Source: an optimization exercise on an open RTL-to-GDS flow (aim: small area). Production flows keep margins and buffers that such runs may drop. No activity file was given, so power comes from the tool's default toggle rates.

==> try-quartz <==
// alu32_top
module alu32_top(
    input  wire        clk,
    input  wire [31:0] a,
    input  wire [31:0] b,
    input  wire [2:0]  op_code,
    output reg  [32:0] result,
    output reg         zero_flag,
    output reg         control_flag
    );
==> flow/config.mk <==
export PLATFORM = sky130hd
export DESIGN_NAME = alu32_top
export DESIGN_NICKNAME = alu32_top
export VERILOG_FILES = /design/flow/design.v
export SDC_FILE = /design/flow/constraint.sdc
export NUM_CORES = 4
export LEC_CHECK = 0
export CAP_MARGIN = 20
export CORE_MARGIN = 2
export CORE_UTILIZATION = 40
export SLEW_MARGIN = 20
export SYNTH_HIERARCHICAL = 1
export SYNTH_MINIMUM_KEEP_SIZE = 0
==> flow/constraint.sdc <==
create_clock -name core_clock -period 5.0 [get_ports {clk}]
set_input_delay 1.0000 -clock core_clock [delete_from_list [all_inputs] [get_ports {clk}]]
set_output_delay 1.0000 -clock core_clock [all_outputs]
set_load 0.01 [all_outputs]
standard.sh (not shown) runs the stock make flow with config.mk's settings and CLKGATE_MAP_FILE= SYNTH_SCRIPT=/design/flow/synth_recipe.tcl, a recipe that flattens the netlist after the stock synthesis.
==> flow/flow/run.sh <==
#!/bin/bash
# Standard ORFS layout with these changes: the port buffers use the smallest buffer cell;
# combinational cells are put at their smallest drive strength after floorplanning (the
# repair steps then size up only what timing needs); clock tree synthesis adds no dummy
# loads; power recovery downsizes non-critical cells after global routing.
set -euo pipefail
W=$(pwd)
bash standard.sh BUFFER_PORTS_ARGS="-buffer_cell sky130_fd_sc_hd__buf_1" \
  POST_FLOORPLAN_TCL="$W/flow/downsize.tcl" \
  CTS_ARGS="-sink_clustering_enable -repair_clock_nets -dont_use_dummy_load" \
  RECOVER_POWER=100 finish > make_finish.log 2>&1
==> flow/flow/downsize.tcl <==
# POST_FLOORPLAN hook: put every combinational cell at the smallest drive strength of its
# family; the later repair steps size up what timing needs.
set n 0
foreach inst [[ord::get_db_block] getInsts] {
  set m [$inst getMaster]
  set name [$m getName]
  if {![regexp {^(sky130_fd_sc_hd__[a-z0-9]+)_([0-9]+)$} $name -> base sz]} { continue }
  if {[string match {*df*} $base] || [string match {*clk*} $base] || [string match {*tap*} $base]
      || [string match {*conb*} $base] || [string match {*dl*} $base]} { continue }
  # leave the drivers of wide nets (the op-code decode) as synthesis sized them
  set fo 0
  foreach it [$inst getITerms] {
    if {[$it isOutputSignal] && [$it getNet] ne "NULL"} {
      set fo [expr {max($fo, [llength [[$it getNet] getITerms]] - 1)}]
    }
  }
  if {$fo > 6} { continue }
  set best ""
  set best_a 1e9
  foreach lc [get_lib_cells ${base}_*] {
    set ln [get_name $lc]
    if {![regexp "^${base}_\[0-9\]+\$" $ln]} { continue }
    if {[get_property $lc dont_use]} { continue }
    set a [get_property $lc area]
    if {$a < $best_a} { set best_a $a; set best $ln }
  }
  if {$best ne "" && $best ne $name} {
    $inst swapMaster [[ord::get_db] findMaster $best]
    incr n
  }
}
puts "downsize: replaced $n cells"
==> inputs of try-indigo, as changes to try-quartz <==
--- a/flow/design.v
+++ b/flow/design.v
@@ -34,48 +34,43 @@
 module ALU_8_Bit #(parameter WIDTH = 8) (A, B, op_code, result, zero_flag, control_flag);
     input  [WIDTH-1:0] A, B;
     input  [2:0] op_code;
     output zero_flag, control_flag;
     output [WIDTH:0] result;
-    wire ninv01, ar, nar, kp, kg, nkp, nkg;
-    wire [3:0] invc;    
-    alu_decode u_dec (.op(op_code), .ninv01(ninv01), .ar(ar), .nar(nar), .kp(kp), .kg(kg),
+    wire inv, ar, nar, kp, kg, nkp, nkg;
+    alu_decode u_dec (.op(op_code), .inv(inv), .ar(ar), .nar(nar), .kp(kp), .kg(kg),
         .nkp(nkp), .nkg(nkg));
-    alu_xnor2 u_inv0 (.a(op_code[2]), .b(ninv01), .y(invc[0]));
-    alu_xnor2 u_inv1 (.a(op_code[2]), .b(ninv01), .y(invc[1]));
-    alu_xnor2 u_inv2 (.a(op_code[2]), .b(ninv01), .y(invc[2]));
-    alu_xnor2 u_inv3 (.a(op_code[2]), .b(ninv01), .y(invc[3]));
     wire [31:0] bx;    
     wire [31:0] pp;    
     wire [31:0] gg;    
     wire [31:0] sx;    
     wire [31:0] lt;    
     wire [31:0] r;
     wire [32:0] cc;      
-    assign cc[0] = invc[0];
-    alu_xor2 u_bx0 (.a(B[0]), .b(invc[0]), .y(bx[0]));
+    assign cc[0] = inv;
+    alu_xor2 u_bx0 (.a(B[0]), .b(inv), .y(bx[0]));
     alu_ha u_ha0 (.a(A[0]), .b(bx[0]), .s(pp[0]), .c(gg[0]));
     alu_a21oi u_c0 (.a1(pp[0]), .a2(cc[0]), .b1(gg[0]), .y(cc[1]));
-    alu_xor2 u_bx1 (.a(B[1]), .b(invc[0]), .y(bx[1]));
+    alu_xor2 u_bx1 (.a(B[1]), .b(inv), .y(bx[1]));
     alu_xnor2 u_np1 (.a(A[1]), .b(bx[1]), .y(pp[1]));
     alu_nand2 u_ng1 (.a(A[1]), .b(bx[1]), .y(gg[1]));
     alu_o21ai u_c1 (.a1(pp[1]), .a2(cc[1]), .b1(gg[1]), .y(cc[2]));
-    alu_xor2 u_bx2 (.a(B[2]), .b(invc[0]), .y(bx[2]));
+    alu_xor2 u_bx2 (.a(B[2]), .b(inv), .y(bx[2]));
     alu_ha u_ha2 (.a(A[2]), .b(bx[2]), .s(pp[2]), .c(gg[2]));
     alu_a21oi u_c2 (.a1(pp[2]), .a2(cc[2]), .b1(gg[2]), .y(cc[3]));
-    alu_xor2 u_bx3 (.a(B[3]), .b(invc[0]), .y(bx[3]));
+    alu_xor2 u_bx3 (.a(B[3]), .b(inv), .y(bx[3]));
     alu_xnor2 u_np3 (.a(A[3]), .b(bx[3]), .y(pp[3]));
     alu_nand2 u_ng3 (.a(A[3]), .b(bx[3]), .y(gg[3]));
     alu_o21ai u_c3 (.a1(pp[3]), .a2(cc[3]), .b1(gg[3]), .y(cc[4]));
-    alu_xor2 u_bx4 (.a(B[4]), .b(invc[0]), .y(bx[4]));
+    alu_xor2 u_bx4 (.a(B[4]), .b(inv), .y(bx[4]));
     alu_ha u_ha4 (.a(A[4]), .b(bx[4]), .s(pp[4]), .c(gg[4]));
-    alu_xor2 u_bx5 (.a(B[5]), .b(invc[0]), .y(bx[5]));
+    alu_xor2 u_bx5 (.a(B[5]), .b(inv), .y(bx[5]));
     alu_xnor2 u_np5 (.a(A[5]), .b(bx[5]), .y(pp[5]));
     alu_nand2 u_ng5 (.a(A[5]), .b(bx[5]), .y(gg[5]));
-    alu_xor2 u_bx6 (.a(B[6]), .b(invc[0]), .y(bx[6]));
+    alu_xor2 u_bx6 (.a(B[6]), .b(inv), .y(bx[6]));
     alu_ha u_ha6 (.a(A[6]), .b(bx[6]), .s(pp[6]), .c(gg[6]));
-    alu_xor2 u_bx7 (.a(B[7]), .b(invc[0]), .y(bx[7]));
+    alu_xor2 u_bx7 (.a(B[7]), .b(inv), .y(bx[7]));
     alu_xnor2 u_np7 (.a(A[7]), .b(bx[7]), .y(pp[7]));
     alu_nand2 u_ng7 (.a(A[7]), .b(bx[7]), .y(gg[7]));
     wire P4, G4, x4a, x4b, x4c, q4;
     alu_inv u_x4a (.a(gg[4]), .y(x4a));
     alu_o21ai u_x4b (.a1(pp[5]), .a2(x4a), .b1(gg[5]), .y(x4b));
@@ -85,19 +80,19 @@
     alu_nor3 u_P4 (.a(q4), .b(pp[5]), .c(pp[7]), .y(P4));
     alu_a21oi u_c4 (.a1(pp[4]), .a2(cc[4]), .b1(gg[4]), .y(cc[5]));
     alu_o21ai u_c5 (.a1(pp[5]), .a2(cc[5]), .b1(gg[5]), .y(cc[6]));
     alu_a21oi u_c6 (.a1(pp[6]), .a2(cc[6]), .b1(gg[6]), .y(cc[7]));
     alu_a21oi u_gc4 (.a1(P4), .a2(cc[4]), .b1(G4), .y(cc[8]));
-    alu_xor2 u_bx8 (.a(B[8]), .b(invc[1]), .y(bx[8]));
+    alu_xor2 u_bx8 (.a(B[8]), .b(inv), .y(bx[8]));
     alu_xnor2 u_np8 (.a(A[8]), .b(bx[8]), .y(pp[8]));
     alu_nand2 u_ng8 (.a(A[8]), .b(bx[8]), .y(gg[8]));
-    alu_xor2 u_bx9 (.a(B[9]), .b(invc[1]), .y(bx[9]));
+    alu_xor2 u_bx9 (.a(B[9]), .b(inv), .y(bx[9]));
     alu_ha u_ha9 (.a(A[9]), .b(bx[9]), .s(pp[9]), .c(gg[9]));
-    alu_xor2 u_bx10 (.a(B[10]), .b(invc[1]), .y(bx[10]));
+    alu_xor2 u_bx10 (.a(B[10]), .b(inv), .y(bx[10]));
     alu_xnor2 u_np10 (.a(A[10]), .b(bx[10]), .y(pp[10]));
     alu_nand2 u_ng10 (.a(A[10]), .b(bx[10]), .y(gg[10]));
-    alu_xor2 u_bx11 (.a(B[11]), .b(invc[1]), .y(bx[11]));
+    alu_xor2 u_bx11 (.a(B[11]), .b(inv), .y(bx[11]));
     alu_ha u_ha11 (.a(A[11]), .b(bx[11]), .s(pp[11]), .c(gg[11]));
     wire P8, G8, x8a, x8b, x8c, q8;
     alu_inv u_x8a (.a(gg[8]), .y(x8a));
     alu_a21oi u_x8b (.a1(pp[9]), .a2(x8a), .b1(gg[9]), .y(x8b));
     alu_o21ai u_x8c (.a1(pp[10]), .a2(x8b), .b1(gg[10]), .y(x8c));
@@ -106,18 +101,18 @@
     alu_nand3 u_P8 (.a(q8), .b(pp[9]), .c(pp[11]), .y(P8));
     alu_o21ai u_c8 (.a1(pp[8]), .a2(cc[8]), .b1(gg[8]), .y(cc[9]));
     alu_a21oi u_c9 (.a1(pp[9]), .a2(cc[9]), .b1(gg[9]), .y(cc[10]));
     alu_o21ai u_c10 (.a1(pp[10]), .a2(cc[10]), .b1(gg[10]), .y(cc[11]));
     alu_o21ai u_gc8 (.a1(P8), .a2(cc[8]), .b1(G8), .y(cc[12]));
-    alu_xor2 u_bx12 (.a(B[12]), .b(invc[1]), .y(bx[12]));
+    alu_xor2 u_bx12 (.a(B[12]), .b(inv), .y(bx[12]));
     alu_ha u_ha12 (.a(A[12]), .b(bx[12]), .s(pp[12]), .c(gg[12]));
-    alu_xor2 u_bx13 (.a(B[13]), .b(invc[1]), .y(bx[13]));
+    alu_xor2 u_bx13 (.a(B[13]), .b(inv), .y(bx[13]));
     alu_xnor2 u_np13 (.a(A[13]), .b(bx[13]), .y(pp[13]));
     alu_nand2 u_ng13 (.a(A[13]), .b(bx[13]), .y(gg[13]));
-    alu_xor2 u_bx14 (.a(B[14]), .b(invc[1]), .y(bx[14]));
+    alu_xor2 u_bx14 (.a(B[14]), .b(inv), .y(bx[14]));
     alu_ha u_ha14 (.a(A[14]), .b(bx[14]), .s(pp[14]), .c(gg[14]));
-    alu_xor2 u_bx15 (.a(B[15]), .b(invc[1]), .y(bx[15]));
+    alu_xor2 u_bx15 (.a(B[15]), .b(inv), .y(bx[15]));
     alu_xnor2 u_np15 (.a(A[15]), .b(bx[15]), .y(pp[15]));
     alu_nand2 u_ng15 (.a(A[15]), .b(bx[15]), .y(gg[15]));
     wire P12, G12, x12a, x12b, x12c, q12;
     alu_inv u_x12a (.a(gg[12]), .y(x12a));
     alu_o21ai u_x12b (.a1(pp[13]), .a2(x12a), .b1(gg[13]), .y(x12b));
@@ -127,19 +122,19 @@
     alu_nor3 u_P12 (.a(q12), .b(pp[13]), .c(pp[15]), .y(P12));
     alu_a21oi u_c12 (.a1(pp[12]), .a2(cc[12]), .b1(gg[12]), .y(cc[13]));
     alu_o21ai u_c13 (.a1(pp[13]), .a2(cc[13]), .b1(gg[13]), .y(cc[14]));
     alu_a21oi u_c14 (.a1(pp[14]), .a2(cc[14]), .b1(gg[14]), .y(cc[15]));
     alu_a21oi u_gc12 (.a1(P12), .a2(cc[12]), .b1(G12), .y(cc[16]));
-    alu_xor2 u_bx16 (.a(B[16]), .b(invc[2]), .y(bx[16]));
+    alu_xor2 u_bx16 (.a(B[16]), .b(inv), .y(bx[16]));
     alu_xnor2 u_np16 (.a(A[16]), .b(bx[16]), .y(pp[16]));
     alu_nand2 u_ng16 (.a(A[16]), .b(bx[16]), .y(gg[16]));
-    alu_xor2 u_bx17 (.a(B[17]), .b(invc[2]), .y(bx[17]));
+    alu_xor2 u_bx17 (.a(B[17]), .b(inv), .y(bx[17]));
     alu_ha u_ha17 (.a(A[17]), .b(bx[17]), .s(pp[17]), .c(gg[17]));
-    alu_xor2 u_bx18 (.a(B[18]), .b(invc[2]), .y(bx[18]));
+    alu_xor2 u_bx18 (.a(B[18]), .b(inv), .y(bx[18]));
     alu_xnor2 u_np18 (.a(A[18]), .b(bx[18]), .y(pp[18]));
     alu_nand2 u_ng18 (.a(A[18]), .b(bx[18]), .y(gg[18]));
-    alu_xor2 u_bx19 (.a(B[19]), .b(invc[2]), .y(bx[19]));
+    alu_xor2 u_bx19 (.a(B[19]), .b(inv), .y(bx[19]));
     alu_ha u_ha19 (.a(A[19]), .b(bx[19]), .s(pp[19]), .c(gg[19]));
     wire P16, G16, x16a, x16b, x16c, q16;
     alu_inv u_x16a (.a(gg[16]), .y(x16a));
     alu_a21oi u_x16b (.a1(pp[17]), .a2(x16a), .b1(gg[17]), .y(x16b));
     alu_o21ai u_x16c (.a1(pp[18]), .a2(x16b), .b1(gg[18]), .y(x16c));
@@ -148,18 +143,18 @@
     alu_nand3 u_P16 (.a(q16), .b(pp[17]), .c(pp[19]), .y(P16));
     alu_o21ai u_c16 (.a1(pp[16]), .a2(cc[16]), .b1(gg[16]), .y(cc[17]));
     alu_a21oi u_c17 (.a1(pp[17]), .a2(cc[17]), .b1(gg[17]), .y(cc[18]));
     alu_o21ai u_c18 (.a1(pp[18]), .a2(cc[18]), .b1(gg[18]), .y(cc[19]));
     alu_o21ai u_gc16 (.a1(P16), .a2(cc[16]), .b1(G16), .y(cc[20]));
-    alu_xor2 u_bx20 (.a(B[20]), .b(invc[2]), .y(bx[20]));
+    alu_xor2 u_bx20 (.a(B[20]), .b(inv), .y(bx[20]));
     alu_ha u_ha20 (.a(A[20]), .b(bx[20]), .s(pp[20]), .c(gg[20]));
-    alu_xor2 u_bx21 (.a(B[21]), .b(invc[2]), .y(bx[21]));
+    alu_xor2 u_bx21 (.a(B[21]), .b(inv), .y(bx[21]));
     alu_xnor2 u_np21 (.a(A[21]), .b(bx[21]), .y(pp[21]));
     alu_nand2 u_ng21 (.a(A[21]), .b(bx[21]), .y(gg[21]));
-    alu_xor2 u_bx22 (.a(B[22]), .b(invc[2]), .y(bx[22]));
+    alu_xor2 u_bx22 (.a(B[22]), .b(inv), .y(bx[22]));
     alu_ha u_ha22 (.a(A[22]), .b(bx[22]), .s(pp[22]), .c(gg[22]));
-    alu_xor2 u_bx23 (.a(B[23]), .b(invc[2]), .y(bx[23]));
+    alu_xor2 u_bx23 (.a(B[23]), .b(inv), .y(bx[23]));
     alu_xnor2 u_np23 (.a(A[23]), .b(bx[23]), .y(pp[23]));
     alu_nand2 u_ng23 (.a(A[23]), .b(bx[23]), .y(gg[23]));
     wire P20, G20, x20a, x20b, x20c, q20;
     alu_inv u_x20a (.a(gg[20]), .y(x20a));
     alu_o21ai u_x20b (.a1(pp[21]), .a2(x20a), .b1(gg[21]), .y(x20b));
@@ -169,19 +164,19 @@
     alu_nor3 u_P20 (.a(q20), .b(pp[21]), .c(pp[23]), .y(P20));
     alu_a21oi u_c20 (.a1(pp[20]), .a2(cc[20]), .b1(gg[20]), .y(cc[21]));
     alu_o21ai u_c21 (.a1(pp[21]), .a2(cc[21]), .b1(gg[21]), .y(cc[22]));
     alu_a21oi u_c22 (.a1(pp[22]), .a2(cc[22]), .b1(gg[22]), .y(cc[23]));
     alu_a21oi u_gc20 (.a1(P20), .a2(cc[20]), .b1(G20), .y(cc[24]));
-    alu_xor2 u_bx24 (.a(B[24]), .b(invc[3]), .y(bx[24]));
+    alu_xor2 u_bx24 (.a(B[24]), .b(inv), .y(bx[24]));
     alu_xnor2 u_np24 (.a(A[24]), .b(bx[24]), .y(pp[24]));
     alu_nand2 u_ng24 (.a(A[24]), .b(bx[24]), .y(gg[24]));
-    alu_xor2 u_bx25 (.a(B[25]), .b(invc[3]), .y(bx[25]));
+    alu_xor2 u_bx25 (.a(B[25]), .b(inv), .y(bx[25]));
     alu_ha u_ha25 (.a(A[25]), .b(bx[25]), .s(pp[25]), .c(gg[25]));
-    alu_xor2 u_bx26 (.a(B[26]), .b(invc[3]), .y(bx[26]));
+    alu_xor2 u_bx26 (.a(B[26]), .b(inv), .y(bx[26]));
     alu_xnor2 u_np26 (.a(A[26]), .b(bx[26]), .y(pp[26]));
     alu_nand2 u_ng26 (.a(A[26]), .b(bx[26]), .y(gg[26]));
-    alu_xor2 u_bx27 (.a(B[27]), .b(invc[3]), .y(bx[27]));
+    alu_xor2 u_bx27 (.a(B[27]), .b(inv), .y(bx[27]));
     alu_ha u_ha27 (.a(A[27]), .b(bx[27]), .s(pp[27]), .c(gg[27]));
     wire P24, G24, x24a, x24b, x24c, q24;
     alu_inv u_x24a (.a(gg[24]), .y(x24a));
     alu_a21oi u_x24b (.a1(pp[25]), .a2(x24a), .b1(gg[25]), .y(x24b));
     alu_o21ai u_x24c (.a1(pp[26]), .a2(x24b), .b1(gg[26]), .y(x24c));
@@ -190,18 +185,18 @@
     alu_nand3 u_P24 (.a(q24), .b(pp[25]), .c(pp[27]), .y(P24));
     alu_o21ai u_c24 (.a1(pp[24]), .a2(cc[24]), .b1(gg[24]), .y(cc[25]));
     alu_a21oi u_c25 (.a1(pp[25]), .a2(cc[25]), .b1(gg[25]), .y(cc[26]));
     alu_o21ai u_c26 (.a1(pp[26]), .a2(cc[26]), .b1(gg[26]), .y(cc[27]));
     alu_o21ai u_gc24 (.a1(P24), .a2(cc[24]), .b1(G24), .y(cc[28]));
-    alu_xor2 u_bx28 (.a(B[28]), .b(invc[3]), .y(bx[28]));
+    alu_xor2 u_bx28 (.a(B[28]), .b(inv), .y(bx[28]));
     alu_ha u_ha28 (.a(A[28]), .b(bx[28]), .s(pp[28]), .c(gg[28]));
-    alu_xor2 u_bx29 (.a(B[29]), .b(invc[3]), .y(bx[29]));
+    alu_xor2 u_bx29 (.a(B[29]), .b(inv), .y(bx[29]));
     alu_xnor2 u_np29 (.a(A[29]), .b(bx[29]), .y(pp[29]));
     alu_nand2 u_ng29 (.a(A[29]), .b(bx[29]), .y(gg[29]));
-    alu_xor2 u_bx30 (.a(B[30]), .b(invc[3]), .y(bx[30]));
+    alu_xor2 u_bx30 (.a(B[30]), .b(inv), .y(bx[30]));
     alu_ha u_ha30 (.a(A[30]), .b(bx[30]), .s(pp[30]), .c(gg[30]));
-    alu_xor2 u_bx31 (.a(B[31]), .b(invc[3]), .y(bx[31]));
+    alu_xor2 u_bx31 (.a(B[31]), .b(inv), .y(bx[31]));
     alu_xnor2 u_np31 (.a(A[31]), .b(bx[31]), .y(pp[31]));
     alu_nand2 u_ng31 (.a(A[31]), .b(bx[31]), .y(gg[31]));
     wire P28, G28, x28a, x28b, x28c, q28;
     alu_inv u_x28a (.a(gg[28]), .y(x28a));
     alu_o21ai u_x28b (.a1(pp[29]), .a2(x28a), .b1(gg[29]), .y(x28b));
@@ -400,13 +395,13 @@
     assign y = ~|a;
 endmodule
 module alu_nand #(parameter N = 4) (input [N-1:0] a, output y);
     assign y = ~&a;
 endmodule
-module alu_decode (input [2:0] op, output ninv01, output ar, output nar, output kp, output kg,
+module alu_decode (input [2:0] op, output inv, output ar, output nar, output kp, output kg,
                    output nkp, output nkg);
-    assign ninv01 = ~(op[1] | op[0]);          
+    assign inv = op[2] ^ (op[1] | op[0]);      
     assign nar = op[2] | op[1];
     assign ar  = ~nar;                         
     assign kp  = op[2] & op[1];                
     assign kg  = op[2] & (op[1] ^ op[0]);      
     assign nkp = ~kp;
==> comparison <==
In try-indigo the setup slack is better than in try-quartz, by 0.11 ns.
Clock-buffer cell count is the same in try-indigo and try-quartz.
Of try-indigo and try-quartz, try-quartz has the higher final cell count (gap 0.92%, measured against try-quartz).
try-indigo passed the timing, design-rule and antenna checks. try-quartz completed without violations.
Against try-quartz, the wire length of try-indigo is higher by 0.55%.
In combinational power, try-indigo and try-quartz hardly differ.
Of try-quartz and try-indigo, try-indigo has the higher register-to-register slack (gap 0.11 ns).
Of try-quartz and try-indigo, try-quartz has the higher first-iteration DRC count (gap about 7%, measured against try-indigo).
No functional check of the RTL was part of any run of this note.

-- static timing again, ports no longer ideal --
In the flow no input, the clock included, has a driving cell. The finished layouts below were timed again as built, in two steps.
Step 1 (the two cells are an assumption about what drives the block):
set clk [get_ports {clk}]
set_driving_cell -lib_cell sky130_fd_sc_hd__clkbuf_16 $clk
set_driving_cell -lib_cell sky130_fd_sc_hd__buf_2 [delete_from_list [all_inputs] $clk]
Step 2 also shifts input and output timing later by t, the mid clock arrival at the registers, as if the neighbouring blocks saw the same clock.
Slacks: no drivers / after step 1 / after step 2; pairs: no drivers / after step 1.
run	shift t [ns]	setup slack, ns	clock arrival spread, ns	pins driven straight from the clock port
try-quartz	0.384	0.429 / 0.429 / 0.429	0.022 / 0.022	1
try-indigo	0.381	0.538 / 0.538 / 0.538	0.028 / 0.028	1
After both steps setup and hold are still met in every run listed.
